Source: an optimization exercise on an open RTL-to-GDS flow (aim: a short achievable clock period and few clock cycles). Production flows keep margins and buffers that such runs may drop. RTL that was checked went through simulation tests only; none was proved equivalent to the original. No functional check of the RTL was part of runs 2 to 8. Power and IR drop assume default switching activity.

==> flow/run.sh <==
#!/bin/bash
# Standard ORFS layout with two changes: the port buffers are inserted as buf_4
# cells instead of the resizer's default choice (a slow delay buffer), and
# synthesis leaves adders to ABC instead of mapping them to full-adder cells.
set -euo pipefail
bash standard.sh "ADDER_MAP_FILE=" "BUFFER_PORTS_ARGS=-buffer_cell sky130_fd_sc_hd__buf_4" finish > standard.log 2>&1
==> standard.sh <==
#!/bin/bash
# synth_recipe.tcl (not shown) runs the flow's synth.tcl, then flattens the netlist and writes it again
# the make line also repeats each setting of config.mk as NAME=value (left out here)
make -C /OpenROAD-flow-scripts/flow DESIGN_CONFIG=/design/flow/config.mk WORK_HOME=/design/flow/orfs CLKGATE_MAP_FILE= SYNTH_SCRIPT=/design/flow/synth_recipe.tcl "${@:-finish}"
==> config.mk <==
export PLATFORM = sky130hd
export DESIGN_NAME = toplevel
export DESIGN_NICKNAME = toplevel
export VERILOG_FILES = /design/flow/design.v
export SDC_FILE = /design/flow/constraint.sdc
export NUM_CORES = 4
export LEC_CHECK = 0
export CAP_MARGIN = 20
export CORE_MARGIN = 2
export CORE_UTILIZATION = 50
export PLACE_DENSITY = 0.75
export SETUP_SLACK_MARGIN = 4.0
export SLEW_MARGIN = 20
==> constraint.sdc <==
create_clock -name core_clock -period 5.0 [get_ports {clk}]
set_input_delay 1.0000 -clock core_clock [delete_from_list [all_inputs] [get_ports {clk}]]
set_output_delay 1.0000 -clock core_clock [all_outputs]
set_load 0.01 [all_outputs]
==> design.v <==
module toplevel(
    input  wire clk,
    input  wire rst,
    output wire [7:0] imem_addr,
    input  wire [7:0] imem_data,
    output wire [7:0] dmem_addr,
    output wire [7:0] dmem_wdata,
    output wire       dmem_we,
    input  wire [7:0] dmem_rdata
);
    reg [7:0] fpc;
    reg [7:0] r0, r1, r2, r3, r4, r5, r6, r7;
    reg [7:0] op_a, op_b;               
    reg [7:0] st_data, st_addr;         
    reg       e_arith, e_sub, e_and, e_or, e_xor, e_load, e_store;
    reg [7:0] e_we;                     
    reg [7:0] w_res;
    reg [7:0] w_we;                     
    wire [7:0] sum   = op_a + op_b;
    wire [7:0] diff  = op_a - op_b;
    wire [7:0] other = ({8{e_and}}  & (op_a & op_b))
                     | ({8{e_or}}   & (op_a | op_b))
                     | ({8{e_xor}}  & (op_a ^ op_b))
                     | ({8{e_load}} & dmem_rdata);
    wire [7:0] res   = ({8{e_arith & ~e_sub}} & sum) | ({8{e_sub}} & diff) | other;
    assign dmem_addr  = st_addr;
    assign dmem_wdata = st_data;
    assign dmem_we    = e_store;
    wire [7:0] q0 = w_we[0] ? w_res : r0;
    wire [7:0] q1 = w_we[1] ? w_res : r1;
    wire [7:0] q2 = w_we[2] ? w_res : r2;
    wire [7:0] q3 = w_we[3] ? w_res : r3;
    wire [7:0] q4 = w_we[4] ? w_res : r4;
    wire [7:0] q5 = w_we[5] ? w_res : r5;
    wire [7:0] q6 = w_we[6] ? w_res : r6;
    wire [7:0] q7 = w_we[7] ? w_res : r7;
    always @(posedge clk or posedge rst) begin
        if (rst) begin
            r0 <= 8'd0; r1 <= 8'd0; r2 <= 8'd0; r3 <= 8'd0;
            r4 <= 8'd0; r5 <= 8'd0; r6 <= 8'd0; r7 <= 8'd0;
        end else begin
            r0 <= q0; r1 <= q1; r2 <= q2; r3 <= q3;
            r4 <= q4; r5 <= q5; r6 <= q6; r7 <= q7;
        end
    end
    wire [7:0] ins = imem_data;
    wire [2:0] f_op = ins[7:5];
    wire [2:0] f_rd = ins[4:2];
    wire [1:0] f_rs = ins[1:0];
    reg [7:0] rd_val, rs_val;
    reg       hit_a, hit_b;
    always @(*) begin
        case (f_rd)
            3'd0: rd_val = q0;
            3'd1: rd_val = q1;
            3'd2: rd_val = q2;
            3'd3: rd_val = q3;
            3'd4: rd_val = q4;
            3'd5: rd_val = q5;
            3'd6: rd_val = q6;
            default: rd_val = q7;
        endcase
        case (f_rs)
            2'd0: rs_val = q0;
            2'd1: rs_val = q1;
            2'd2: rs_val = q2;
            default: rs_val = q3;
        endcase
        hit_a = e_we[f_rd];
        hit_b = e_we[{1'b0, f_rs}];
    end
    wire f_jmp   = (f_op == 3'b111);
    wire f_store = (f_op == 3'b110);
    wire f_sub   = (f_op == 3'b001);
    wire f_wr    = ~f_jmp & ~f_store;
    wire [7:0] a_next = hit_a ? res : rd_val;
    wire [7:0] b_next = hit_b ? res : rs_val;
    always @(posedge clk or posedge rst) begin
        if (rst) begin
            fpc <= 8'd0;
        end else if (f_jmp) begin
            if (!hit_b) fpc <= rs_val;
        end else begin
            fpc <= fpc + 8'd1;
        end
    end
    assign imem_addr = fpc;
    always @(posedge clk) begin
        op_a    <= a_next;
        op_b    <= b_next;
        st_data <= a_next;
        st_addr <= b_next;
        w_res   <= res;
    end
    always @(posedge clk or posedge rst) begin
        if (rst) begin
            e_arith <= 1'b0; e_sub <= 1'b0; e_and <= 1'b0; e_or <= 1'b0;
            e_xor <= 1'b0; e_load <= 1'b0; e_store <= 1'b0;
            e_we <= 8'd0; w_we <= 8'd0;
        end else begin
            e_arith <= (f_op == 3'b000) | f_sub;
            e_sub   <= f_sub;
            e_and   <= (f_op == 3'b010);
            e_or    <= (f_op == 3'b011);
            e_xor   <= (f_op == 3'b100);
            e_load  <= (f_op == 3'b101);
            e_store <= f_store;
            e_we    <= f_wr ? (8'd1 << f_rd) : 8'd0;
            w_we    <= e_we;
        end
    end
endmodule
==> results of run 1 <==
-- power by group --
| part | internal (mW) | leakage (nW) | switching (mW) | total (mW) |
|---|---|---|---|---|
| Clock | 0.727 | 0.277 | 0.458 | 1.18 |
| Sequential | 1.38 | 1.39 | 0.385 | 1.77 |
| Combinational | 1.36 | 2.48 | 1.34 | 2.70 |
-- worst max-delay path: cells and delay by family --
kind | cells | cell delay, ns
multiplexers | 1 | 0.25
buffers and inverters | 1 | 0.13
AO/OA/AOI/OAI | 6 | 1.17
-- cell usage after synthesis (4+ instances only) --
| master | n | area (sq um) |
|---|---|---|
| a211oi_1 | 5 | 37.5 |
| mux2i_1 | 15 | 150 |
| and3_1 | 7 | 43.8 |
| nand2_1 | 37 | 139 |
| nand3_1 | 7 | 35.0 |
| dfxtp_1 | 24 | 480 |
| a21o_1 | 4 | 30.0 |
| o21ai_1 | 4 | 20.0 |
| o22ai_1 | 12 | 75.1 |
| a31oi_1 | 4 | 25.0 |
| inv_1 | 19 | 71.3 |
| buf_2 | 7 | 35.0 |
| mux2_2 | 63 | 709 |
| and2_1 | 4 | 25.0 |
| nor2b_1 | 5 | 31.3 |
| xnor2_1 | 6 | 52.6 |
| nor2_1 | 57 | 214 |
| nor3_1 | 8 | 40.0 |
| xor2_1 | 4 | 35.0 |
| a21oi_1 | 34 | 170 |
| clkbuf_1 | 21 | 78.8 |
| dfrtp_1 | 95 | 2380 |
| o21ai_0 | 24 | 120 |
| maj3_1 | 5 | 50.1 |
| buf_1 | 4 | 15.0 |
| nand2b_1 | 9 | 56.3 |
| a221oi_1 | 6 | 52.6 |
| mux4_2 | 12 | 270 |
-- metrics by stage --
stage	area [sq um]	hold WS [ns]	worst slack [ns]
2_1_floorplan	6380	0.349	2.73
3_3_place_gp	6520	0.365	2.06
3_5_place_dp	6520	0.368	1.96
4_1_cts	8620	0.374	3.00
5_1_grt	9290	0.406	2.80
6_report	9290	0.392	2.81
-- cells by family (layout without fill, tap and decap cells) --
family | after synthesis | after routing
AO/OA/AOI/OAI | 126 | 126
flip-flops | 119 | 119
XOR/XNOR | 12 | 12
multiplexers | 90 | 90
AND/OR/NAND/NOR | 150 | 150
adder cells (fa/ha/maj) | 7 | 7
buffers and inverters | 57 | 228
-- layer usage --
layer,vias up,global-route usage
li1,2356,-
met1,2976,0.417
met2,619,0.548
met3,204,0.0761
met4,0,0.162
met5,-,0
-- placed cells by master, fill, tap and decap left out, types with 16 or more instances in the layout --
cell type,instances
buf_6,60
dfrtp_1,82
mux2_2,16
a21oi_1,25
mux2_4,47
buf_4,88
nand2_1,31
o21ai_0,19
nor2_1,42
clkbuf_16,18
-- worst max-delay path by stage --
stage / start / endpoint / slack (ns)
final: imem_data[3] / st_data[5] / 2.81
after global routing: st_addr[7] / st_data[7] / 2.80
after CTS: st_addr[0] / st_addr[5] / 3.00
after detailed placement: imem_data[2] / st_data[7] / 1.96
after global placement: imem_data[2] / st_data[7] / 2.06
after floorplan: imem_data[0] / fpc[7] / 2.73
-- area by class of cell --
| type | count | area (sq um) |
|---|---|---|
| multi-input combinational | 385 | 3590 |
| timing repair inverter | 2 | 16.3 |
| tap | 143 | 179 |
| clock buffer | 22 | 484 |
| timing repair buffer | 174 | 1890 |
| inverter | 21 | 128 |
| clock inverter | 9 | 75.1 |
| sequential | 119 | 2930 |
| fill | 531 | 2220 |
-- timing repair --
action,CTS,global route
setup buffers,91,35
gates cloned,5,2
pin swaps,32,29
resized for setup,167,83
setup endpoints to repair,229,141
hold endpoints to repair,0,0
hold buffers,0,0
==> summary.txt, run 1 <==
reg2reg end: st_data[7]
final antenna-violating net count: 0
Worst-Margin Slew: 0.646 ns
min-delay src: e_we[4]
Power Total: 5.65 mW
Yosys warnings: 1
M1 WL: 8.29 mm
DRC errors left: 0
multiplexer share of the synthesized area: 0.190
IO buf count: 42
synthesis-to-layout area growth: 56.1%
ys async rst share: 0.798
initial core utilization: 0.517
xor/xnor cell area share of the yosys netlist: 0.0202
biggest cell delay along the critical path: 0.36 ns
top_reg_cell synth: dfrtp_1
met3 WL: 2.91 mm
worst-skew pair later-pin latency: 0.43 ns
largest net degree at the start of global routing: 35
initial antenna violation count: 0
clock sinks: 119
Critical-path top delay cell: o21ai_0
crit path launch type: input pin
R2R depth: 5
clk root buf: clkbuf_16
global-route usage over all layers: 0.333
Ports: 43
Die Y: 113 microns
worst r2r src: st_addr[7]
synthesized area: 0.00595 sq mm
RSZ-0062 raised after global routing: true
first-pass GRT wire length: 32.1 mm
Distinct cells, synth: 67
# H-tree levels: 4
simple-gate share of the synthesized area: 0.118
Setup crit end kind: register
number of synthesized flops with an enable pin: 0
syn_nets: 579
routability cong.: 0.901
min-delay worst type: reg -> reg
final setup fails: 0
Crit Path Class: in -> reg
Seq/Total Area, Yosys: 0.480
total gr overflow: 0
Leakage: 4.15 nW
Highest Signal Layer: met4
Mapped Cells: 561
routed vias/inst: 7.03
Post-Layout Cell Count: 875
hpwl dp: 10.7 mm
Compound-Gate Fraction of Synth Area: 0.140
Core Region: 0.0115 sq mm
Pins Over Slew Limit: 0
minimum clock period: 2.19 ns
Setup Total Neg Slack: 0 ns
final design utilization: 0.807
Highest Clock Rate: 456 MHz
Die ar.: 0.0128 sq mm
CP Data Arrival Time: 2.54 ns
Cell Chain, Critical Path: buf_16, mux2i_4, o21ai_0, a211oi_1, a211oi_1, o21ai_0, o211ai_1, o21ai_1
Hold Path Stages: 0
Max-Cap Viols: 0
Max VDD drop: 468 uV
largest family of logic cells by synthesized area: multiplexers
r2r setup slk: 2.82 ns
worst-path fanout max: 7
PwrDens: 608 mW/mm^2
outcome: no timing/DRC/antenna violations
Pre-antenna DRT Iters: 17
Inserted Diodes: 0
Cells after DPL: 711
final wirelength: 24.9 mm
routed wl met2: 11.7 mm
headroom to the max-slew limit: 0.569
final hold vios: 0
vias in the first global route: 5,673
via count: 6,155
row count: 39
Post-Synth Adder-Cell Area: 0.0122
maximum buffer depth of the clock tree: 2
Synth Register Bits: 119
Min-Delay Endpoint: w_we[4]
DR iter-0 viols: 1,078
WP data required: 5.35 ns
total CTS buffers: 17
Syn Area/Cell: 10.6 sq um
share of post-route cells with drive strength above 1: 0.556
nets: 738
CTS tree: done
average wire per standard cell: 28.5 microns
Worst Skew: 0.0102 ns
crit share post-route: 0.439
Die Span X: 113 microns
clock-pin transition on the worst setup and hold timing paths: 0.06 ns
Testbench counts, summed over its fixed seeds: cycles 49,571.
==> run 2, diff against run 1 <==
--- a/design.v
+++ b/design.v
@@ -12,4 +12,5 @@
     reg [7:0] r0, r1, r2, r3, r4, r5, r6, r7;
     reg [7:0] op_a, op_b;               
+    reg [7:0] op_an;                    
     reg [7:0] st_data, st_addr;         
     reg       e_arith, e_sub, e_and, e_or, e_xor, e_load, e_store;
@@ -18,5 +19,5 @@
     reg [7:0] w_we;                     
     wire [7:0] sum   = op_a + op_b;
-    wire [7:0] diff  = op_a - op_b;
+    wire [7:0] diff  = ~(op_an + op_b);    
     wire [7:0] other = ({8{e_and}}  & (op_a & op_b))
                      | ({8{e_or}}   & (op_a | op_b))
@@ -89,4 +90,5 @@
         op_a    <= a_next;
         op_b    <= b_next;
+        op_an   <= ~a_next;
         st_data <= a_next;
         st_addr <= b_next;
--- a/config.mk
+++ b/config.mk
@@ -8,6 +8,5 @@
 export CAP_MARGIN = 20
 export CORE_MARGIN = 2
-export CORE_UTILIZATION = 50
-export PLACE_DENSITY = 0.75
+export CORE_UTILIZATION = 40
 export SETUP_SLACK_MARGIN = 4.0
 export SLEW_MARGIN = 20
==> summary.txt, run 2 <==
outcome: no timing/DRC/antenna violations
maximum buffer depth of the clock tree: 2
most common cell in the synthesized netlist: dfrtp_1
average wire per standard cell: 22.7 microns
min-delay worst type: reg -> reg
Seq/Total Area, Yosys: 0.474
IO buf count: 42
largest family of logic cells by synthesized area: multiplexers
# H-tree levels: 4
CTS tree: done
initial antenna violation count: 0
final wirelength: 21.8 mm
Cell Chain, Critical Path: xor2_4, nand2_1, or4_4, and4_4, or3_4, mux2_4
Setup crit end kind: register
Leakage: 4.28 nW
clock-pin transition on the worst setup and hold timing paths: 0.06 ns
number of synthesized flops with an enable pin: 0
Highest Clock Rate: 453 MHz
routability cong.: 0.842
multiplexer share of the synthesized area: 0.207
PwrDens: 592 mW/mm^2
R2R depth: 6
headroom to the max-slew limit: 0.676
multi-input logic area: 0.00393 sq mm
hpwl dp: 11.6 mm
total gr overflow: 0
Critical-path top delay cell: or4_4
Hold-fix buffers, CTS: 0
syn_nets: 608
share of post-route cells with drive strength above 1: 0.545
Die ar.: 0.0170 sq mm
clk root buf: clkbuf_16
ys async rst share: 0.748
commonest non-fill, non-tap cell in the layout: dfrtp_1
synthesis-to-layout area growth: 55.6%
top_reg_cell synth: dfrtp_1
DR iter-0 viols: 493
clock sinks: 127
Core Region: 0.0157 sq mm
xor/xnor cell area share of the yosys netlist: 0.0302
crit share post-route: 0.441
Synth area leader: dfrtp_1
nets: 750
share of the synthesized area in the top cell type: 0.373
Inserted Diodes: 0
global-route usage over all layers: 0.254
Worst Skew: 0.0116 ns
top cells by count, synth: 95 x dfrtp_1, 66 x mux2_2, 52 x nor2_1
PnR worst setup slack: 2.79 ns
final antenna-violating net count: 0
Die Y: 130 microns
minimum clock period: 2.21 ns
Post-Synth Adder-Cell Area: 0.00157
first-pass GRT wire length: 31.9 mm
Max-Cap Viols: 0
CP Data Arrival Time: 2.52 ns
Yosys warnings: 1
Max VDD drop: 273 uV
Die Span X: 130 microns
Ports: 43
total CTS buffers: 17
synth top area cells: dfrtp_1 37%, mux2_2 12%, dfxtp_1 10%
final setup fails: 0
WP data required: 5.31 ns
RSZ-0062 raised after global routing: true
Distinct cells, synth: 66
largest net degree at the start of global routing: 24
Worst-Margin Slew: 0.484 ns
Pre-antenna DRT Iters: 5
Post-Place Setup Slack: 2.02 ns
Compound-Gate Fraction of Synth Area: 0.147
Syn Area/Cell: 10.8 sq um
Crit Path Class: reg -> reg
crit path launch type: register
routed vias/inst: 5.90
Sequential cell area: 0.00310 sq mm
most frequent cells in the layout: 82 x dfrtp_1, 71 x buf_6, 70 x buf_4, 47 x mux2_4, 41 x nor2_1
worst-skew pair later-pin latency: 0.43 ns
final hold vios: 0
initial core utilization: 0.406
DRC errors left: 0
row count: 46
via count: 5,670
worst-path fanout max: 6
vias in the first global route: 5,647
biggest cell delay along the critical path: 0.55 ns
simple-gate share of the synthesized area: 0.102
Pins Over Slew Limit: 0
# fillers: 1,110
Synth Register Bits: 127
Mapped Cells: 590
Setup Total Neg Slack: 0 ns
Hold Path Stages: 0
synthesized area: 0.00637 sq mm
==> run 2: area by class of cell <==
cell class,instances,area share
Clock inverter,11,0.0154
Clock buffer,21,0.0485
Tap cell,216,0.0273
Inverter,19,0.0131
Sequential cell,127,0.313
Multi-Input combinational cell,401,0.396
Timing Repair Buffer,166,0.187
==> run 2: power by group <==
| part | total (mW) | internal, mW | switching (mW) |
|---|---|---|---|
| logic | 2.63 | 1.42 | 1.21 |
| registers | 1.91 | 1.48 | 0.436 |
| clock network | 1.32 | 0.841 | 0.482 |
==> run 2: cells by family after synthesis <==
kind of cell | after synthesis
buffers and inverters | 62
AOI/OAI and AO/OA | 141
muxes | 103
adders and majority gates | 1
DFF | 127
and+or+nand+nor | 134
xor gates and xnor gates | 22
==> run 2: worst paths after layout <==
check	startpoint	to	slack [ns]
max	st_addr[4]	st_data[7]	2.79
min	e_we[6]	w_we[6]	0.38
max reg2reg	st_addr[4]	st_data[7]	2.79
min reg2reg	e_we[6]	w_we[6]	0.38
max in group asynchronous	rst	r4[5]	4.04
min in group asynchronous	rst	r1[7]	0.63
==> run 2: metrics by stage <==
stage	cells	total power, mW	instance area (sq um)	hold WS, ns	utilization
2_1_floorplan	590	3.05	6800	0.349	-
3_3_place_gp	807	3.48	6990	0.360	0.445
3_5_place_dp	807	3.54	6990	0.363	0.445
4_1_cts	936	5.47	9350	0.379	0.595
5_1_grt	961	6.11	9910	0.395	0.631
6_report	961	5.87	9910	0.383	0.631
==> run 2: worst max-delay path, delay by kind of cell, from the launching register on <==
family                    cells  cell delay [ns]
and+or+nand+nor               4             1.21
DFF                           1             0.42
muxes                         1             0.28
xor gates and xnor gates      1             0.19
==> run 2: per-layer routing <==
layer,GRT usage,routed length (microns)
met3,0.0508,1220
met4,0.130,977
met1,0.328,8890
met5,0,0
met2,0.409,10700
==> run 2: timing repair <==
item,in CTS,in global routing
pin swaps,27,21
buffers inserted,92,25
endpoints found under the setup margin,233,134
cloned,5,0
gates resized for setup,204,85
==> run 3, diff against run 2 <==
--- a/design.v
+++ b/design.v
@@ -12,5 +12,4 @@
     reg [7:0] r0, r1, r2, r3, r4, r5, r6, r7;
     reg [7:0] op_a, op_b;               
-    reg [7:0] op_an;                    
     reg [7:0] st_data, st_addr;         
     reg       e_arith, e_sub, e_and, e_or, e_xor, e_load, e_store;
@@ -19,5 +18,5 @@
     reg [7:0] w_we;                     
     wire [7:0] sum   = op_a + op_b;
-    wire [7:0] diff  = ~(op_an + op_b);    
+    wire [7:0] diff  = op_a - op_b;
     wire [7:0] other = ({8{e_and}}  & (op_a & op_b))
                      | ({8{e_or}}   & (op_a | op_b))
@@ -75,4 +74,5 @@
     wire f_sub   = (f_op == 3'b001);
     wire f_wr    = ~f_jmp & ~f_store;
+    wire f_mem   = (f_op == 3'b101) | f_store;
     wire [7:0] a_next = hit_a ? res : rd_val;
     wire [7:0] b_next = hit_b ? res : rs_val;
@@ -90,7 +90,6 @@
         op_a    <= a_next;
         op_b    <= b_next;
-        op_an   <= ~a_next;
-        st_data <= a_next;
-        st_addr <= b_next;
+        st_data <= f_store ? a_next : 8'd0;
+        st_addr <= f_mem ? b_next : 8'd0;
         w_res   <= res;
     end
--- a/config.mk
+++ b/config.mk
@@ -9,4 +9,4 @@
 export CORE_MARGIN = 2
 export CORE_UTILIZATION = 40
-export SETUP_SLACK_MARGIN = 4.0
+export SETUP_SLACK_MARGIN = 3.5
 export SLEW_MARGIN = 20
==> summary.txt, run 3 <==
Syn Area/Cell: 10.7 sq um
final hold vios: 0
Synth area leader: dfrtp_1
min-delay worst type: reg -> reg
Cell Chain, Critical Path: buf_16, buf_12, or3b_4, nor2_2, a2111oi_4, buf_4, a21oi_2, a2111oi_4, a31oi_2, and2_1
largest net degree at the start of global routing: 63
syn_nets: 635
Mapped Cells: 617
xor/xnor cell area share of the yosys netlist: 0.0212
Net Sw Power: 1.95 mW
WP buf/inv: 3
Seq/Total Area, Yosys: 0.482
IO buf count: 42
multiplexer share of the synthesized area: 0.155
top cells by count, synth: 95 x dfrtp_1, 57 x mux2_2, 55 x nor2_1
largest family of logic cells by synthesized area: multiplexers
synth top area cells: dfrtp_1 36%, dfxtp_1 12%, mux2_2 9.7%
Flop pwr share: 0.339
worst-skew pair later-pin latency: 0.43 ns
Yosys warnings: 1
average wire per standard cell: 21.4 microns
row count: 46
Post-Layout Cell Count: 959
RSZ-0062 raised after global routing: true
most common cell in the synthesized netlist: dfrtp_1
global-route usage over all layers: 0.237
initial antenna violation count: 0
CTS tree: done
clock sinks: 135
DR iter-0 viols: 414
Cells after DPL: 838
number of synthesized flops with an enable pin: 0
vias in the first global route: 5,578
Compound-Gate Fraction of Synth Area: 0.150
hpwl dp: 12.7 mm
initial core utilization: 0.412
Highest Clock Rate: 439 MHz
total gr overflow: 0
crit path launch type: input pin
Pins Over Slew Limit: 0
first-pass GRT wire length: 31.8 mm
Max VDD drop: 299 uV
simple-gate share of the synthesized area: 0.122
crit share post-route: 0.456
Die ar.: 0.0175 sq mm
Worst Skew: 0.00978 ns
Die Y: 132 microns
final setup fails: 0
Max-Cap Viols: 0
nets: 748
routability cong.: 0.877
Pre-antenna DRT Iters: 7
Core Region: 0.0160 sq mm
Leakage: 4.03 nW
final antenna-violating net count: 0
Inserted Diodes: 0
r2r setup slk: 2.82 ns
DRC errors left: 0
final wirelength: 20.6 mm
Ports: 43
via count: 5,518
CP Data Arrival Time: 2.60 ns
most frequent CP cell: a2111oi_4
# H-tree levels: 4
switch share: 0.357
maximum buffer depth of the clock tree: 2
internal power: 3.51 mW
Synth Register Bits: 135
share of post-route cells with drive strength above 1: 0.518
clk root buf: clkbuf_16
Setup crit end kind: register
synthesis-to-layout area growth: 42.6%
commonest non-fill, non-tap cell in the layout: dfrtp_1
Clock Power Share: 0.244
Crit path max-delay family: compound AO/OA/AOI/OAI gates
WP data required: 5.32 ns
total CTS buffers: 17
Critical-path top delay cell: a2111oi_4
minimum clock period: 2.28 ns
clock-pin transition on the worst setup and hold timing paths: 0.05 ns
outcome: no timing/DRC/antenna violations
routed vias/inst: 5.75
Post-Synth Adder-Cell Area: 0.0152
worst-path fanout max: 8
top_reg_cell synth: dfrtp_1
Worst-Margin Slew: 0.823 ns
Hold-fix buffers, CTS: 0
Die Span X: 132 microns
headroom to the max-slew limit: 0.448
most frequent cells in the layout: 85 x dfrtp_1, 68 x buf_4, 50 x buf_6, 49 x mux2_2, 38 x nor2_1
Crit Path Class: in -> reg
biggest cell delay along the critical path: 0.35 ns
combinational share of power: 0.417
ys async rst share: 0.704
share of the synthesized area in the top cell type: 0.360
PwrDens: 580 mW/mm^2
synthesized area: 0.00660 sq mm
Setup Total Neg Slack: 0 ns
Distinct cells, synth: 65
-- run 3: area by class of cell --
class | instances | area, sq um
sequential | 135 | 3240
fill | 1298 | 6590
inverter | 31 | 139
timing repair inverter | 1 | 5.00
clock inverter | 8 | 145
clock buffer | 24 | 482
timing repair buffer | 131 | 1380
multi-input combinational | 413 | 3750
tap | 216 | 270
-- run 3: worst reg2reg max path: stages, from the launching register on --
cell and delay, ns:
dfrtp_2 0.50, mux2_2 0.39, a22o_1 0.24, a2111oi_4 0.22
buf_4 0.17, a21oi_2 0.04, a2111oi_4 0.30, a31oi_2 0.07
and2_1 0.15
-- run 3: stage by stage --
stage	setup WS [ns]	utilization	hold slack, ns	total power [mW]	instance area [sq um]
6_report	2.72	0.588	0.386	5.46	9410
3_5_place_dp	1.77	0.448	0.356	3.41	7160
2_1_floorplan	2.44	-	0.349	2.96	6950
5_1_grt	2.65	0.588	0.399	5.73	9410
3_3_place_gp	1.81	0.448	0.359	3.38	7160
4_1_cts	2.74	0.570	0.369	5.23	9120
-- run 3: cell families (layout without fill, tap and decap cells) --
logic type / count (synthesis) / count (layout)
flip-flops: 135 / 135
buffers and inverters: 69 / 195
AND/OR/NAND/NOR: 163 / 163
AO/OA/AOI/OAI: 140 / 140
multiplexers: 84 / 84
adder cells (fa/ha/maj): 10 / 10
XOR/XNOR: 16 / 16
-- run 3: worst paths after layout --
check                             start         end  cells after the start
max                        imem_data[2]  st_data[7]                     10
max reg2reg                     w_we[6]  st_data[7]                      8
min                             e_we[7]     w_we[7]                      0
min reg2reg                     e_we[7]     w_we[7]                      0
min in group asynchronous           rst       r1[4]                      2
max in group asynchronous           rst       e_xor                      3
-- run 3: power groups by stage --
| stage | Sequential (mW) | Clock, mW | Combinational (mW) |
|---|---|---|---|
| floorplan | 1.68 | 0 | 1.28 |
| global placement | 1.82 | 0 | 1.56 |
| detailed placement | 1.83 | 0 | 1.58 |
| CTS | 1.83 | 1.34 | 2.05 |
| global route | 1.89 | 1.40 | 2.44 |
| finish | 1.85 | 1.33 | 2.28 |
-- run 3: repair_timing --
action                                  CTS  global route
endpoints found under the setup margin  137           132
buffers inserted                         67            17
pin swaps                                37            17
resized for setup                       191            36
endpoints found under the hold margin     0             0
gates cloned                              5             0
-- run 3: per-layer routing --
layer | track usage | wire, microns
met1 | 0.322 | 9060
met2 | 0.367 | 9680
met3 | 0.0579 | 1280
met4 | 0.0908 | 537
met5 | 0 | 0
==> run 4, diff against run 3 <==
--- a/design.v
+++ b/design.v
@@ -12,4 +12,5 @@
     reg [7:0] r0, r1, r2, r3, r4, r5, r6, r7;
     reg [7:0] op_a, op_b;               
+    reg [7:0] op_as;                    
     reg [7:0] st_data, st_addr;         
     reg       e_arith, e_sub, e_and, e_or, e_xor, e_load, e_store;
@@ -17,11 +18,10 @@
     reg [7:0] w_res;
     reg [7:0] w_we;                     
-    wire [7:0] sum   = op_a + op_b;
-    wire [7:0] diff  = op_a - op_b;
+    wire [7:0] sum   = op_as + op_b;
     wire [7:0] other = ({8{e_and}}  & (op_a & op_b))
                      | ({8{e_or}}   & (op_a | op_b))
                      | ({8{e_xor}}  & (op_a ^ op_b))
                      | ({8{e_load}} & dmem_rdata);
-    wire [7:0] res   = ({8{e_arith & ~e_sub}} & sum) | ({8{e_sub}} & diff) | other;
+    wire [7:0] res   = e_arith ? (sum ^ {8{e_sub}}) : other;
     assign dmem_addr  = st_addr;
     assign dmem_wdata = st_data;
@@ -90,4 +90,5 @@
         op_a    <= a_next;
         op_b    <= b_next;
+        op_as   <= f_sub ? ~a_next : a_next;
         st_data <= f_store ? a_next : 8'd0;
         st_addr <= f_mem ? b_next : 8'd0;
==> summary.txt, run 4 <==
IO buf count: 42
Distinct cells, synth: 60
routability cong.: 0.859
final design utilization: 0.571
crit share post-route: 0.454
worst-path fanout max: 6
final setup fails: 0
Seq/Total Area, Yosys: 0.511
# H-tree levels: 4
Ports: 43
Core Region: 0.0159 sq mm
synthesized area: 0.00654 sq mm
minimum clock period: 2.27 ns
Crit Path Class: in -> reg
Inserted Diodes: 0
Pins Over Slew Limit: 0
final hold vios: 0
Die Span X: 132 microns
Leakage: 3.88 nW
Setup crit end: op_as[7]
average wire per standard cell: 20.6 microns
Mapped Cells: 608
top_reg_cell synth: dfrtp_1
initial antenna violation count: 0
PnR worst setup slack: 2.73 ns
Synth area leader: dfrtp_1
share of post-route cells with drive strength above 1: 0.487
CP Data Arrival Time: 2.61 ns
Post-Layout Cell Count: 929
outcome: no timing/DRC/antenna violations
Syn Area/Cell: 10.8 sq um
DR iter-0 viols: 299
reg2reg end: op_as[3]
Highest Clock Rate: 441 MHz
worst r2r src: w_we[1]
R2R depth: 7
global-route usage over all layers: 0.225
routed vias/inst: 5.50
first-pass GRT wire length: 30.1 mm
Worst Skew: 0.00682 ns
Cell Chain, Critical Path: buf_16, mux4_2, mux2_4, inv_6, nor2_4, or3_1, o211ai_1
Hold-fix buffers, CTS: 0
DRC errors left: 0
biggest cell delay along the critical path: 0.53 ns
Yosys warnings: 1
share of the synthesized area in the top cell type: 0.364
synthesis-to-layout area growth: 39.1%
WP data required: 5.34 ns
CTS tree: done
Power Total: 4.78 mW
most frequent cells in the layout: 85 x dfrtp_1, 61 x buf_4, 47 x mux2_2, 39 x nor2_1, 36 x buf_6
clock sinks: 143
largest net degree at the start of global routing: 54
crit path launch type: input pin
Setup crit end kind: register
commonest non-fill, non-tap cell in the layout: dfrtp_1
initial core utilization: 0.410
total CTS buffers: 17
PwrDens: 525 mW/mm^2
hpwl dp: 12.0 mm
Setup Total Neg Slack: 0 ns
min-delay worst type: reg -> reg
total gr overflow: 0
ys async rst share: 0.664
vias in the first global route: 5,236
final antenna-violating net count: 0
r2r setup slk: 2.92 ns
maximum buffer depth of the clock tree: 2
Worst-Margin Slew: 0.695 ns
Critical path origin: imem_data[2]
Post-Place Setup Slack: 2.08 ns
Max-Cap Viols: 0
row count: 46
most common cell in the synthesized netlist: dfrtp_1
nets: 718
Die ar.: 0.0174 sq mm
Die Y: 132 microns
clock-pin transition on the worst setup and hold timing paths: 0.06 ns
RSZ-0062 raised after global routing: true
synth top area cells: dfrtp_1 36%, dfxtp_1 15%, mux2_2 9.1%
via count: 5,108
Cells after DPL: 830
Synth Register Bits: 143
headroom to the max-slew limit: 0.537
number of synthesized flops with an enable pin: 0
Max VDD drop: 312 uV
syn_nets: 626
final wirelength: 19.1 mm
clk root buf: clkbuf_16
worst-skew pair later-pin latency: 0.41 ns
Pre-antenna DRT Iters: 4
Critical-path top delay cell: mux4_2
top cells by count, synth: 95 x dfrtp_1, 53 x mux2_2, 52 x nor2_1
## run 4: kinds of logic (layout without fill, tap and decap cells)
| family | count (synthesis) | count (layout) | synth area share |
|---|---|---|---|
| AND/OR/NAND/NOR | 147 | 148 | 0.110 |
| flip-flops | 143 | 143 | 0.511 |
| AO/OA/AOI/OAI | 138 | 138 | 0.143 |
| multiplexers | 81 | 83 | 0.149 |
| buffers and inverters | 70 | 172 | 0.0475 |
| XOR/XNOR | 29 | 29 | 0.0388 |
## run 4: how the worst min path moves through the flow
stage	slack (ns)	depth (start not counted)	from	endpoint
final	0.37	0	e_we[5]	w_we[5]
after global placement	0.36	0	e_we[4]	w_we[4]
after global routing	0.38	0	e_we[5]	w_we[5]
after detailed placement	0.36	0	e_we[5]	w_we[5]
after floorplan	0.35	0	e_we[6]	w_we[6]
after CTS	0.37	0	e_we[5]	w_we[5]
## run 4: where the power goes
part	total [mW]	switching (mW)	leakage, nW	internal [mW]
registers	1.83	0.300	1.61	1.53
clock network	1.19	0.460	0.280	0.729
logic	1.76	0.876	1.99	0.882
total	4.78	1.64	3.88	3.14
## run 4: metrics by stage
stage	hold slack [ns]	instance area (sq um)
floorplan	0.349	6830
global placement	0.358	7140
detailed placement	0.358	7140
CTS	0.366	8760
global route	0.384	9100
finish	0.370	9100
## run 4: area by class of cell
| cell class | count | area [sq um] |
|---|---|---|
| clock buffers | 28 | 538 |
| repair buffers | 108 | 1100 |
| multi-input cells | 398 | 3630 |
| flip-flops and latches | 143 | 3400 |
| clock inverters | 4 | 21.3 |
| well taps | 216 | 270 |
| fillers | 1290 | 6850 |
| inverters | 32 | 129 |
## run 4: metal layers
| metal | up-vias | GRT usage | wire (microns) |
|---|---|---|---|
| li1 | 2348 | - | - |
| met1 | 2592 | 0.304 | 8530 |
| met2 | 145 | 0.357 | 9470 |
| met3 | 23 | 0.0442 | 748 |
| met4 | 0 | 0.0900 | 367 |
| met5 | - | 0 | 0 |
## run 4: what timing repair did
action / CTS / global route
buffers inserted: 51 / 11
resized for setup: 152 / 53
hold endpoints to repair: 0 / 0
pin swaps: 33 / 19
endpoints found under the setup margin: 80 / 79
gates cloned: 5 / 0
## run 4: critical path, delay by kind of cell
kind / cells / cell delay [ns]
muxes: 2 / 0.91
and+or+nand+nor: 2 / 0.40
buffers and inverters: 2 / 0.21
AOI/OAI and AO/OA: 1 / 0.08
==> run 5, diff against run 4 <==
==> run.sh (new file) <==
#!/bin/bash
# synth_recipe.tcl (not shown) runs the flow's synth.tcl, then flattens the netlist and writes it again
# the make line also repeats each setting of config.mk as NAME=value (left out here)
make -C /OpenROAD-flow-scripts/flow DESIGN_CONFIG=/design/flow/config.mk WORK_HOME=/design/flow/orfs CLKGATE_MAP_FILE= SYNTH_SCRIPT=/design/flow/synth_recipe.tcl finish
removed: flow/run.sh
removed: standard.sh
==> summary.txt, run 5 <==
outcome: no timing/DRC/antenna violations
Yosys warnings: 1
final wirelength: 18.9 mm
Max VDD drop: 342 uV
Inserted Diodes: 0
R2R depth: 7
row count: 47
RSZ-0062 raised after global routing: true
nets: 736
Pre-antenna DRT Iters: 5
DR iter-0 viols: 375
via count: 5,041
clock-pin transition on the worst setup and hold timing paths: 0.06 ns
Hold-fix buffers, CTS: 0
synthesis-to-layout area growth: 39.9%
internal power: 3.19 mW
largest net degree at the start of global routing: 96
IO buf count: 42
CP Data Arrival Time: 2.52 ns
placed cell areas: 0.00734 sq mm
average wire per standard cell: 20.4 microns
worst r2r src: op_as[2]
final antenna-violating net count: 0
Distinct cells, synth: 62
Worst Skew: 0.00888 ns
Min-Delay Endpoint: w_we[7]
commonest non-fill, non-tap cell in the layout: dfrtp_1
Seq/Total Area, Yosys: 0.501
initial core utilization: 0.406
Highest Signal Layer: met4
final hold vios: 0
hpwl dp: 11.8 mm
total gr overflow: 0
minimum clock period: 2.17 ns
routed vias/inst: 5.44
final setup fails: 0
Max-Cap Viols: 0
Syn Area/Cell: 11.4 sq um
routed wl met2: 9.31 mm
most frequent cells in the layout: 87 x dfrtp_1, 56 x mux2_2, 45 x buf_4, 33 x dfxtp_1
# fillers: 1,304
number of synthesized flops with an enable pin: 0
DRC errors left: 0
Mapped Cells: 587
Post-Layout Cell Count: 926
ys async rst share: 0.664
top cells by count, synth: 95 x dfrtp_1, 66 x mux2_2, 48 x dfxtp_1
vias in the first global route: 5,128
min-delay src: e_we[7]
share of post-route cells with drive strength above 1: 0.487
worst-path fanout max: 6
most common cell in the synthesized netlist: dfrtp_1
Hold Path Stages: 0
clock sinks: 143
PwrDens: 508 mW/mm^2
Die Span X: 133 microns
headroom to the max-slew limit: 0.691
Leakage: 4.16 nW
synth top area cells: dfrtp_1 36%, dfxtp_1 14%, mux2_2 11%
final design utilization: 0.568
total CTS buffers: 17
Die Y: 133 microns
crit share post-route: 0.435
first-pass GRT wire length: 28.9 mm
Die ar.: 0.0177 sq mm
synthesized area: 0.00666 sq mm
WP data required: 5.34 ns
initial antenna violation count: 0
met3 WL: 902 microns
CTS tree: done
combinational share of power: 0.363
Clock Power Share: 0.267
reg2reg end: st_addr[7]
worst-skew pair later-pin latency: 0.42 ns
maximum buffer depth of the clock tree: 2
Crit Path Class: in -> reg
Synth Register Bits: 143
# H-tree levels: 4
Cells after DPL: 822
Flop pwr share: 0.369
Setup crit end kind: register
crit path launch type: input pin
Ports: 43
routability cong.: 0.907
Synth area leader: dfrtp_1
Core Region: 0.0164 sq mm
r2r setup slk: 2.90 ns
switch share: 0.325
top_reg_cell synth: dfrtp_1
Pins Over Slew Limit: 0
share of the synthesized area in the top cell type: 0.357
min-delay worst type: reg -> reg
Worst-Margin Slew: 0.463 ns
syn_nets: 630
Highest Clock Rate: 460 MHz
clk root buf: clkbuf_16
Setup Total Neg Slack: 0 ns
global-route usage over all layers: 0.217
Net Sw Power: 1.54 mW
Post-Layout Inst Area: 0.00932 sq mm
M1 WL: 8.52 mm
[run 5: layer usage]
metal | global-route usage | vias to the layer above
met5 | 0 | -
met4 | 0.0544 | 0
met3 | 0.0590 | 14
met2 | 0.345 | 136
met1 | 0.294 | 2589
li1 | - | 2302
[run 5: logic make-up after synthesis]
kind of cell               count (synthesis)  synth area share
xor gates and xnor gates                  21            0.0287
buffers and inverters                     70            0.0451
DFF                                      143             0.501
adders and majority gates                 25            0.0481
AOI/OAI and AO/OA                        123             0.132
and+or+nand+nor                          120            0.0914
muxes                                     85             0.154
[run 5: worst max-delay path: stages]
cell and delay [ns]:
buf_16 0.09, mux4_2 0.53, mux2i_4 0.24, buf_12 0.15
buf_16 0.12, o21ai_2 0.06, o22ai_2 0.16, xor2_1 0.16
[run 5: how the worst max path moves through the flow]
stage | start | endpoint | slack, ns
2_1_floorplan | imem_data[2] | op_as[1] | 2.52
3_3_place_gp | imem_data[2] | op_as[7] | 1.25
3_5_place_dp | imem_data[2] | op_as[7] | 1.19
4_1_cts | imem_data[2] | op_as[3] | 2.88
5_1_grt | imem_data[3] | st_data[6] | 2.78
6_report | imem_data[2] | op_as[2] | 2.83
[run 5: repair_timing]
action                     CTS  global route
setup buffers               45            22
pin swaps                   36            31
resized for setup          272            67
gates cloned                 4             1
setup endpoints to repair   95           178
[run 5: cell type report]
class,instances,area (sq um),share of cell area
clock inverter,11,100,0.0107
tap,220,275,0.0295
multi-input combinational,374,3650,0.391
timing repair buffer,118,1250,0.134
inverter,39,159,0.0170
sequential,143,3380,0.363
clock buffer,21,503,0.0540
[run 5: metrics by stage]
step | power [mW] | setup WS [ns] | hold WS, ns
floorplan | 2.58 | 2.52 | 0.349
global placement | 2.93 | 1.25 | 0.375
detailed placement | 2.97 | 1.19 | 0.373
CTS | 4.51 | 2.88 | 0.393
global route | 4.99 | 2.78 | 0.394
finish | 4.73 | 2.83 | 0.390
[run 5: power by group through the flow]
stage | logic [mW] | clock network (mW) | registers, mW
floorplan | 0.908 | 0 | 1.67
global placement | 1.19 | 0 | 1.73
detailed placement | 1.22 | 0 | 1.75
CTS | 1.49 | 1.29 | 1.73
global route | 1.87 | 1.34 | 1.78
finish | 1.72 | 1.27 | 1.75
==> run 6, diff against run 5 <==
--- a/design.v
+++ b/design.v
@@ -18,5 +18,12 @@
     reg [7:0] w_res;
     reg [7:0] w_we;                     
-    wire [7:0] sum   = op_as + op_b;
+    wire [7:0] kg0 = op_as & op_b;
+    wire [7:0] kp0 = op_as ^ op_b;
+    wire [7:0] kg1 = kg0 | (kp0 & {kg0[6:0], 1'b0});
+    wire [7:0] kp1 = kp0 & {kp0[6:0], 1'b0};
+    wire [7:0] kg2 = kg1 | (kp1 & {kg1[5:0], 2'b0});
+    wire [7:0] kp2 = kp1 & {kp1[5:0], 2'b0};
+    wire [7:0] kg3 = kg2 | (kp2 & {kg2[3:0], 4'b0});
+    wire [7:0] sum   = kp0 ^ {kg3[6:0], 1'b0};
     wire [7:0] other = ({8{e_and}}  & (op_a & op_b))
                      | ({8{e_or}}   & (op_a | op_b))
==> summary.txt, run 6 <==
minimum clock period: 2.18 ns
Post-Layout Inst Area: 0.00932 sq mm
IO buf count: 42
worst-skew pair later-pin latency: 0.43 ns
share of the synthesized area in the top cell type: 0.353
combinational share of power: 0.358
vias in the first global route: 5,407
Pins Over Slew Limit: 0
R2R depth: 6
top cells by count, synth: 95 x dfrtp_1, 63 x mux2_2, 48 x dfxtp_1
CTS tree: done
Distinct cells, synth: 67
final design utilization: 0.564
Leakage: 4.09 nW
Die Span X: 134 microns
min-delay worst type: reg -> reg
largest net degree at the start of global routing: 52
Setup crit end kind: register
headroom to the max-slew limit: 0.611
Highest Clock Rate: 459 MHz
Core Region: 0.0165 sq mm
ys async rst share: 0.664
synthesis-to-layout area growth: 38.2%
RSZ-0062 raised after global routing: true
row count: 47
Power Total: 4.76 mW
number of synthesized flops with an enable pin: 0
Seq/Total Area, Yosys: 0.495
Sequential cell area: 0.00338 sq mm
Flop pwr share: 0.368
total CTS buffers: 17
initial antenna violation count: 0
total gr overflow: 0
worst-path fanout max: 10
crit path launch type: input pin
final hold vios: 0
Worst Skew: 0.00826 ns
routed vias/inst: 5.56
commonest non-fill, non-tap cell in the layout: dfrtp_1
clk root buf: clkbuf_16
share of post-route cells with drive strength above 1: 0.474
Synth Register Bits: 143
most frequent cells in the layout: 85 x dfrtp_1, 62 x mux2_2, 38 x buf_4, 34 x buf_6, 31 x inv_1
Ports: 43
DR iter-0 viols: 369
multi-input logic area: 0.00380 sq mm
CP Data Arrival Time: 2.53 ns
# H-tree levels: 4
via count: 5,187
first-pass GRT wire length: 31.1 mm
clock-pin transition on the worst setup and hold timing paths: 0.06 ns
most common cell in the synthesized netlist: dfrtp_1
Die Y: 134 microns
PwrDens: 511 mW/mm^2
Pre-antenna DRT Iters: 5
placed cell areas: 0.00750 sq mm
final wirelength: 20.4 mm
Mapped Cells: 600
final antenna-violating net count: 0
WP data required: 5.35 ns
synth top area cells: dfrtp_1 35%, dfxtp_1 14%, mux2_2 11%
syn_nets: 643
average wire per standard cell: 21.9 microns
Syn Area/Cell: 11.2 sq um
Hold Path Stages: 0
synthesized area: 0.00674 sq mm
hpwl dp: 12.8 mm
Max VDD drop: 338 uV
Max-Cap Viols: 0
Die ar.: 0.0179 sq mm
internal power: 3.19 mW
global-route usage over all layers: 0.233
Synth area leader: dfrtp_1
Crit Path Class: in -> reg
# fillers: 1,347
final setup fails: 0
Net Sw Power: 1.57 mW
nets: 743
top_reg_cell synth: dfrtp_1
DRC errors left: 0
Clock Power Share: 0.274
Inserted Diodes: 0
clock sinks: 143
outcome: no timing/DRC/antenna violations
switch share: 0.329
initial core utilization: 0.408
routability cong.: 0.908
Setup Total Neg Slack: 0 ns
maximum buffer depth of the clock tree: 2
Hold-fix buffers, CTS: 0
Worst-Margin Slew: 0.583 ns
Yosys warnings: 1
crit share post-route: 0.436
run 6: path summary, 6_finish.rpt:
kind                         startpoint        to  slack [ns]
max in group asynchronous           rst     e_sub        3.72
setup reg to reg                w_we[2]  op_as[5]        2.87
hold / removal                  e_we[6]   w_we[6]        0.37
setup / recovery           imem_data[3]  op_as[3]        2.82
hold reg to reg                 e_we[6]   w_we[6]        0.37
min in group asynchronous           rst     r6[0]        0.87
run 6: critical path: stages:
cell and delay, ns:
buf_16 0.12, mux2_4 0.29, a221o_1 0.38, a22o_4 0.33, a22oi_2 0.26, xnor2_1 0.15
run 6: cells by family after synthesis:
kind of cell,count (synthesis),share of synthesized area
AO/OA/AOI/OAI,135,0.148
XOR/XNOR,20,0.0280
adder cells (fa/ha/maj),25,0.0475
buffers and inverters,69,0.0442
flip-flops,143,0.495
multiplexers,79,0.137
AND/OR/NAND/NOR,129,0.0998
run 6: through the flow:
step | setup slack [ns] | hold WS, ns | cells
after floorplan | 2.61 | 0.353 | 600
after global placement | 1.30 | 0.358 | 834
after detailed placement | 1.21 | 0.363 | 834
after CTS | 2.84 | 0.375 | 917
after global routing | 2.76 | 0.384 | 933
final | 2.82 | 0.373 | 933
run 6: power groups by stage:
stage / Clock, mW / Combinational, mW / Sequential, mW
CTS: 1.32 / 1.53 / 1.74
finish: 1.30 / 1.71 / 1.75
floorplan: 0 / 0.908 / 1.65
global route: 1.37 / 1.84 / 1.78
global placement: 0 / 1.21 / 1.73
detailed placement: 0 / 1.24 / 1.75
run 6: timing repair:
action | in CTS | in global routing
resized for setup | 278 | 48
hold endpoints to repair | 0 | 0
cloned | 5 | 1
pin swaps | 33 | 35
setup endpoints to repair | 189 | 82
buffers inserted | 46 | 15
run 6: final cells by class:
cell class	instances	share of cell area
Timing Repair Buffer	110	0.116
Clock inverter	6	0.0114
Sequential cell	143	0.363
Inverter	36	0.0152
Tap cell	220	0.0296
Multi-Input combinational cell	389	0.408
Clock buffer	26	0.0536
Timing Repair inverter	3	0.00215
run 6: routing by layer:
metal,GRT usage,share of wire
met1,0.291,0.42
met2,0.393,0.50
met3,0.0495,0.044
met4,0.0975,0.034
met5,0,0
==> run 7, diff against run 6 <==
--- a/design.v
+++ b/design.v
@@ -82,6 +82,8 @@
     wire f_wr    = ~f_jmp & ~f_store;
     wire f_mem   = (f_op == 3'b101) | f_store;
-    wire [7:0] a_next = hit_a ? res : rd_val;
-    wire [7:0] b_next = hit_b ? res : rs_val;
+    wire f_rd_use = ~f_op[2] | (f_op == 3'b100) | f_store;    
+    wire stall    = e_arith & ((hit_a & f_rd_use) | hit_b);
+    wire [7:0] a_next = hit_a ? other : rd_val;
+    wire [7:0] b_next = hit_b ? other : rs_val;
     always @(posedge clk or posedge rst) begin
         if (rst) begin
@@ -89,5 +91,5 @@
         end else if (f_jmp) begin
             if (!hit_b) fpc <= rs_val;
-        end else begin
+        end else if (!stall) begin
             fpc <= fpc + 8'd1;
         end
@@ -108,12 +110,12 @@
             e_we <= 8'd0; w_we <= 8'd0;
         end else begin
-            e_arith <= (f_op == 3'b000) | f_sub;
+            e_arith <= ~stall & ((f_op == 3'b000) | f_sub);
             e_sub   <= f_sub;
             e_and   <= (f_op == 3'b010);
             e_or    <= (f_op == 3'b011);
             e_xor   <= (f_op == 3'b100);
-            e_load  <= (f_op == 3'b101);
-            e_store <= f_store;
-            e_we    <= f_wr ? (8'd1 << f_rd) : 8'd0;
+            e_load  <= ~stall & (f_op == 3'b101);
+            e_store <= ~stall & f_store;
+            e_we    <= (f_wr & ~stall) ? (8'd1 << f_rd) : 8'd0;
             w_we    <= e_we;
         end
==> summary.txt, run 7 <==
outcome: no timing/DRC/antenna violations
PnR worst setup slack: 2.70 ns
worst r2r src: e_we[2]
Distinct cells, synth: 60
syn_nets: 710
share of the synthesized area in the top cell type: 0.333
worst-path fanout max: 5
Worst-Margin Slew: 0.688 ns
top_reg_cell synth: dfrtp_1
R2R depth: 7
Die Y: 138 microns
final setup fails: 0
number of synthesized flops with an enable pin: 0
CTS tree: done
min-delay worst type: reg -> reg
via count: 5,625
Pre-antenna DRT Iters: 5
r2r setup slk: 3.00 ns
Leakage: 4.14 nW
Max VDD drop: 317 uV
top cells by count, synth: 95 x dfrtp_1, 61 x mux2_2, 48 x dfxtp_1
Inserted Diodes: 0
total CTS buffers: 17
clock-pin transition on the worst setup and hold timing paths: 0.06 ns
Power Total: 4.87 mW
commonest non-fill, non-tap cell in the layout: dfrtp_1
IO buf count: 42
Crit Path Class: in -> reg
Hold-fix buffers, CTS: 0
most common cell in the synthesized netlist: dfrtp_1
Ports: 43
share of post-route cells with drive strength above 1: 0.453
final hold vios: 0
Die Span X: 138 microns
Synth Register Bits: 143
Setup Total Neg Slack: 0 ns
Min-Delay Endpoint: w_we[7]
Hold Path Stages: 0
ys async rst share: 0.664
Post-Place Setup Slack: 1.28 ns
row count: 48
Worst Skew: 0.00807 ns
Mapped Cells: 667
hpwl dp: 13.6 mm
clock sinks: 143
reg2reg end: op_as[1]
routed vias/inst: 5.75
total gr overflow: 0
DR iter-0 viols: 439
# H-tree levels: 4
maximum buffer depth of the clock tree: 2
final antenna-violating net count: 0
Die ar.: 0.0189 sq mm
Pins Over Slew Limit: 0
Yosys warnings: 1
Highest Clock Rate: 434 MHz
PwrDens: 507 mW/mm^2
headroom to the max-slew limit: 0.539
average wire per standard cell: 21.4 microns
crit share post-route: 0.461
first-pass GRT wire length: 32.4 mm
initial antenna violation count: 0
synthesized area: 0.00714 sq mm
Core Region: 0.0174 sq mm
clk root buf: clkbuf_16
synth top area cells: dfrtp_1 33%, dfxtp_1 13%, mux2_2 9.6%
routability cong.: 0.895
# fillers: 1,423
vias in the first global route: 5,741
most frequent cells in the layout: 87 x dfrtp_1, 54 x mux2_2, 39 x nor2_1, 37 x inv_1, 33 x dfxtp_1
Seq/Total Area, Yosys: 0.468
min-delay src: e_we[7]
DRC errors left: 0
initial core utilization: 0.411
CP Data Arrival Time: 2.61 ns
worst-skew pair later-pin latency: 0.43 ns
Setup crit end kind: register
synthesis-to-layout area growth: 34.6%
Syn Area/Cell: 10.7 sq um
Synth area leader: dfrtp_1
final wirelength: 20.9 mm
crit path launch type: input pin
Max-Cap Viols: 0
RSZ-0062 raised after global routing: true
largest net degree at the start of global routing: 34
global-route usage over all layers: 0.230
minimum clock period: 2.30 ns
nets: 783
WP data required: 5.31 ns
[run 7: worst max path at each step]
stage / from / cells past startpoint / endpoint
3_5_place_dp: imem_data[3] / 6 / fpc[2]
6_report: imem_data[2] / 8 / op_as[1]
5_1_grt: imem_data[2] / 9 / fpc[0]
2_1_floorplan: imem_data[2] / 7 / op_as[1]
4_1_cts: imem_data[2] / 9 / fpc[5]
3_3_place_gp: imem_data[3] / 6 / fpc[7]
[run 7: layer usage]
metal  part of all wire  global-route usage
met1               0.45               0.303
met2               0.47               0.367
met3              0.054              0.0519
met4              0.023              0.0934
met5                  0                   0
[run 7: final cells by class]
| type | instances | area (sq um) | area share |
|---|---|---|---|
| Sequential cell | 143 | 3370 | 0.351 |
| Clock inverter | 7 | 67.6 | 0.00703 |
| Timing Repair Buffer | 100 | 1050 | 0.109 |
| Timing Repair inverter | 1 | 7.51 | 0.000781 |
| Tap cell | 225 | 282 | 0.0293 |
| Clock buffer | 25 | 551 | 0.0573 |
| Multi-Input combinational cell | 429 | 4070 | 0.423 |
| Inverter | 48 | 213 | 0.0221 |
[run 7: kinds of logic (layout without fill, tap and decap cells)]
logic type / count (synthesis) / in the layout / share of synthesized area
DFF: 143 / 143 / 0.468
adders and majority gates: 25 / 25 / 0.0449
buffers and inverters: 95 / 181 / 0.0533
AOI/OAI and AO/OA: 137 / 137 / 0.149
xor gates and xnor gates: 21 / 21 / 0.0258
and+or+nand+nor: 160 / 160 / 0.118
muxes: 86 / 86 / 0.142
[run 7: what timing repair did]
item                       in CTS  in global routing
setup buffers                  37                 14
pin swaps                      30                 26
cloned                          3                  1
hold endpoints to repair        0                  0
setup endpoints to repair     163                141
resized for setup             264                 79
[run 7: through the flow]
| stage | cells | hold WS, ns | area, sq um | util |
|---|---|---|---|---|
| 2_1_floorplan | 667 | 0.349 | 7370 | - |
| 3_3_place_gp | 891 | 0.352 | 7830 | 0.451 |
| 3_5_place_dp | 891 | 0.362 | 7830 | 0.451 |
| 4_1_cts | 963 | 0.375 | 9180 | 0.529 |
| 5_1_grt | 978 | 0.390 | 9610 | 0.554 |
| 6_report | 978 | 0.371 | 9610 | 0.554 |
[run 7: critical path, cell delays in order]
cell	delay [ns]
buf_12	0.09
mux4_2	0.55
mux2i_4	0.19
buf_12	0.14
buf_12	0.13
mux2i_4	0.25
o21ai_4	0.11
xnor2_1	0.14
[run 7: report_power, final]
part,switching [mW],internal [mW]
sequential,0.322,1.53
clock,0.491,0.816
combinational,0.840,0.877
total,1.65,3.22
==> run 8, diff against run 7 <==
==> design.v (replaced) <==
module toplevel(
    input  wire clk,
    input  wire rst,
    output wire [7:0] imem_addr,
    input  wire [7:0] imem_data,
    output wire [7:0] dmem_addr,
    output wire [7:0] dmem_wdata,
    output wire       dmem_we,
    input  wire [7:0] dmem_rdata
);
    reg [7:0] fpc;
    reg [7:0] r0, r1, r2, r3, r4, r5, r6, r7;
    reg [7:0] op_a, op_b;               
    reg [7:0] st_data, st_addr;         
    reg       e_add, e_sub, e_and, e_or, e_xor, e_load, e_store;
    reg [7:0] e_we;                     
    wire [7:0] sum  = op_a + op_b;
    wire [7:0] diff = op_a - op_b;
    wire [7:0] res  = ({8{e_add}}  & sum)
                    | ({8{e_sub}}  & diff)
                    | ({8{e_and}}  & (op_a & op_b))
                    | ({8{e_or}}   & (op_a | op_b))
                    | ({8{e_xor}}  & (op_a ^ op_b))
                    | ({8{e_load}} & dmem_rdata);
    assign dmem_addr  = st_addr;
    assign dmem_wdata = st_data;
    assign dmem_we    = e_store;
    wire [7:0] ins = imem_data;
    wire [2:0] f_op = ins[7:5];
    wire [2:0] f_rd = ins[4:2];
    wire [1:0] f_rs = ins[1:0];
    reg [7:0] rd_val, rs_val;
    reg       hit_a, hit_b;
    always @(*) begin
        case (f_rd)
            3'd0: rd_val = r0;
            3'd1: rd_val = r1;
            3'd2: rd_val = r2;
            3'd3: rd_val = r3;
            3'd4: rd_val = r4;
            3'd5: rd_val = r5;
            3'd6: rd_val = r6;
            default: rd_val = r7;
        endcase
        case (f_rs)
            2'd0: rs_val = r0;
            2'd1: rs_val = r1;
            2'd2: rs_val = r2;
            default: rs_val = r3;
        endcase
        hit_a = e_we[f_rd];
        hit_b = e_we[{1'b0, f_rs}];
    end
    wire [7:0] a_next = hit_a ? res : rd_val;
    wire [7:0] b_next = hit_b ? res : rs_val;
    wire f_jmp   = (f_op == 3'b111);
    wire f_store = (f_op == 3'b110);
    wire f_wr    = ~f_jmp & ~f_store;
    always @(posedge clk or posedge rst) begin
        if (rst) begin
            fpc <= 8'd0;
        end else if (f_jmp) begin
            if (!hit_b) fpc <= rs_val;
        end else begin
            fpc <= fpc + 8'd1;
        end
    end
    assign imem_addr = fpc;
    always @(posedge clk) begin
        op_a    <= a_next;
        op_b    <= b_next;
        st_data <= a_next;
        st_addr <= b_next;
    end
    always @(posedge clk or posedge rst) begin
        if (rst) begin
            e_add <= 1'b0; e_sub <= 1'b0; e_and <= 1'b0; e_or <= 1'b0;
            e_xor <= 1'b0; e_load <= 1'b0; e_store <= 1'b0;
            e_we <= 8'd0;
        end else begin
            e_add   <= (f_op == 3'b000);
            e_sub   <= (f_op == 3'b001);
            e_and   <= (f_op == 3'b010);
            e_or    <= (f_op == 3'b011);
            e_xor   <= (f_op == 3'b100);
            e_load  <= (f_op == 3'b101);
            e_store <= f_store;
            e_we    <= f_wr ? (8'd1 << f_rd) : 8'd0;
        end
    end
    always @(posedge clk or posedge rst) begin
        if (rst) begin
            r0 <= 8'd0; r1 <= 8'd0; r2 <= 8'd0; r3 <= 8'd0;
            r4 <= 8'd0; r5 <= 8'd0; r6 <= 8'd0; r7 <= 8'd0;
        end else begin
            if (e_we[0]) r0 <= res;
            if (e_we[1]) r1 <= res;
            if (e_we[2]) r2 <= res;
            if (e_we[3]) r3 <= res;
            if (e_we[4]) r4 <= res;
            if (e_we[5]) r5 <= res;
            if (e_we[6]) r6 <= res;
            if (e_we[7]) r7 <= res;
        end
    end
endmodule
==> summary.txt, run 8 <==
vias in the first global route: 5,489
Pins Over Slew Limit: 0
final hold vios: 0
Syn Area/Cell: 9.63 sq um
worst-path fanout max: 10
headroom to the max-slew limit: 0.542
RSZ-0062 raised after global routing: true
Min-Delay Endpoint: r6[1]
Synth area leader: dfrtp_1
Post-Layout Inst Area: 0.00884 sq mm
Post-Synth Adder-Cell Area: 0.0597
combinational share of power: 0.593
Seq/Total Area, Yosys: 0.438
Leakage: 3.64 nW
R2R depth: 9
most frequent cells in the layout: 78 x dfrtp_1, 72 x nor2_1, 57 x buf_6, 53 x buf_4, 36 x a21oi_1
Hold Path Stages: 2
Die ar.: 0.0152 sq mm
reg2reg end: r3[4]
commonest non-fill, non-tap cell in the layout: dfrtp_1
Flop pwr share: 0.273
Distinct cells, synth: 67
DRC errors left: 0
Max-Cap Viols: 0
worst r2r src: st_data[0]
initial core utilization: 0.411
final setup fails: 0
Mapped Cells: 592
row count: 43
# H-tree levels: 3
clock-pin transition on the worst setup and hold timing paths: 0.06 ns
switch share: 0.407
first-pass GRT wire length: 31.0 mm
Highest Clock Rate: 442 MHz
synth top area cells: dfrtp_1 38%, a21oi_1 6.7%, dfxtp_1 5.6%
Synth Register Bits: 103
PwrDens: 598 mW/mm^2
share of post-route cells with drive strength above 1: 0.501
simple-gate share of the synthesized area: 0.134
Worst-Margin Slew: 0.687 ns
Crit Path Class: reg -> reg
min-delay src: r6[1]
Pre-antenna DRT Iters: 5
Power Total: 5.29 mW
Die Span X: 123 microns
Max VDD drop: 244 uV
synthesized area: 0.00570 sq mm
routability cong.: 0.878
top cells by count, synth: 87 x dfrtp_1, 77 x nor2_1, 76 x a21oi_1
# fillers: 1,053
routed vias/inst: 6.04
share of the synthesized area in the top cell type: 0.382
number of synthesized flops with an enable pin: 0
crit share post-route: 0.452
largest family of logic cells by synthesized area: compound AO/OA/AOI/OAI gates
Core Region: 0.0139 sq mm
worst-skew pair later-pin latency: 0.35 ns
most common cell in the synthesized netlist: dfrtp_1
IO buf count: 42
ys async rst share: 0.845
global-route usage over all layers: 0.273
total gr overflow: 0
WP data required: 5.21 ns
Setup Total Neg Slack: 0 ns
Post-Layout Cell Count: 908
crit path launch type: register
nets: 767
CP Data Arrival Time: 2.47 ns
initial antenna violation count: 0
Yosys warnings: 1
final design utilization: 0.637
clock sinks: 103
r2r setup slk: 2.74 ns
Compound-Gate Fraction of Synth Area: 0.223
largest net degree at the start of global routing: 37
CTS tree: done
min-delay worst type: reg -> reg
Clock Power Share: 0.134
hpwl dp: 11.5 mm
Setup crit end kind: register
average wire per standard cell: 22.8 microns
top_reg_cell synth: dfrtp_1
final wirelength: 20.7 mm
outcome: no timing/DRC/antenna violations
multiplexer share of the synthesized area: 0.0904
DR iter-0 viols: 441
xor/xnor cell area share of the yosys netlist: 0
internal power: 3.14 mW
total CTS buffers: 9
clk root buf: clkbuf_16
Cells after DPL: 779
syn_nets: 636
placed cell areas: 0.00642 sq mm
Net Sw Power: 2.15 mW
multi-input logic area: 0.00377 sq mm
synthesis-to-layout area growth: 55.0%
Sequential cell area: 0.00255 sq mm
Die Y: 123 microns
Worst Skew: 0.0116 ns
maximum buffer depth of the clock tree: 2
Inserted Diodes: 0
minimum clock period: 2.26 ns
Ports: 43
via count: 5,484
final antenna-violating net count: 0
==> run 8: cell count changes after synthesis, sizes merged, moves of 11 or more <==
| cell | change |
|---|---|
| a21oi | +62 |
| mux2 | -53 |
| dfxtp | -32 |
| nor2 | +32 |
| xnor2 | -15 |
| inv | -13 |
| a21o | -11 |
| nor3 | -11 |
| o221ai | -11 |
==> run 8: how the worst max path moves through the flow <==
stage | end | slack, ns | from
finish | r3[4] | 2.74 | st_data[0]
detailed placement | st_data[2] | 1.72 | imem_data[2]
CTS | r4[4] | 2.74 | st_data[0]
floorplan | r0[4] | 2.88 | st_data[0]
global placement | st_data[2] | 1.76 | imem_data[2]
global route | r4[4] | 2.67 | st_data[0]
==> run 8: per-stage QoR <==
stage | hold WS [ns] | setup slack (ns)
finish | 0.518 | 2.74
global route | 0.539 | 2.67
CTS | 0.519 | 2.74
detailed placement | 0.516 | 1.72
global placement | 0.506 | 1.76
floorplan | 0.482 | 2.88
==> run 8: cell type report <==
cell class | count | area share
Clock inverter | 3 | 0.00481
Multi-Input combinational cell | 414 | 0.427
Inverter | 35 | 0.0170
Timing Repair inverter | 1 | 0.000849
Tap cell | 180 | 0.0255
Timing Repair Buffer | 159 | 0.208
Sequential cell | 103 | 0.289
Clock buffer | 13 | 0.0283
==> run 8: power groups by stage <==
stage	Sequential [mW]	Combinational, mW	Clock, mW
finish	1.44	3.14	0.709
global route	1.47	3.32	0.755
CTS	1.42	2.72	0.714
detailed placement	1.44	1.74	0
global placement	1.44	1.70	0
floorplan	1.37	1.25	0
==> run 8: cells by family (layout without fill, tap and decap cells) <==
group | count (synthesis) | count (layout)
fa+ha+maj | 26 | 26
compound gates | 191 | 191
flops | 103 | 103
buf+inv | 76 | 211
mux | 33 | 33
simple gates | 163 | 164
==> run 8: timing repair <==
action	4_1_cts	5_1_grt
hold buffers	0	0
pin swaps	50	41
gates resized for setup	354	70
endpoints found under the setup margin	191	141
cloned	12	1
setup buffers	82	18
==> run 8: critical path, stage by stage (launching register included) <==
cell      delay [ns]
dfxtp_4         0.40
inv_4           0.05
ha_4            0.16
fa_2            0.42
o21bai_4        0.15
a21oi_2         0.08
a221o_1         0.35
a221oi_4        0.27
buf_12          0.18
a21oi_1         0.07
==> run 8: routing by layer <==
metal | up-vias | track usage | share of wire
li1 | 2408 | - | -
met1 | 2728 | 0.343 | 0.39
met2 | 289 | 0.470 | 0.50
met3 | 59 | 0.0434 | 0.068
met4 | 0 | 0.105 | 0.036
met5 | - | 0 | 0

static timing again, ports no longer ideal:
In the flow no input, the clock included, has a driving cell. The finished layouts below were timed again as built, in two steps.
Step 1 assumes that a clkbuf_16 drives the clock port and a buf_2 every other input.
Step 2 moves the port delays by t, midway between the first and last clock arrival at a register: inputs arrive t later, outputs are due t later. That takes back most of the time a late clock gives input paths.
Slacks: no drivers / after step 1 / after step 2; pairs: no drivers / after step 1.
run	shift t [ns]	setup slack, ns	cell pins on the clock port's net
run 1	0.462	2.807 / 2.715 / 2.254	1
run 2	0.471	2.794 / 2.784 / 2.366	1
run 3	0.462	2.720 / 2.669 / 2.208	1
run 4	0.455	2.732 / 2.653 / 2.198	1
run 5	0.459	2.827 / 2.733 / 2.274	1
run 6	0.465	2.822 / 2.791 / 2.326	1
run 7	0.464	2.697 / 2.674 / 2.210	1
run 8	0.388	2.740 / 2.740 / 2.528	1
After both steps every run listed still meets setup and hold.
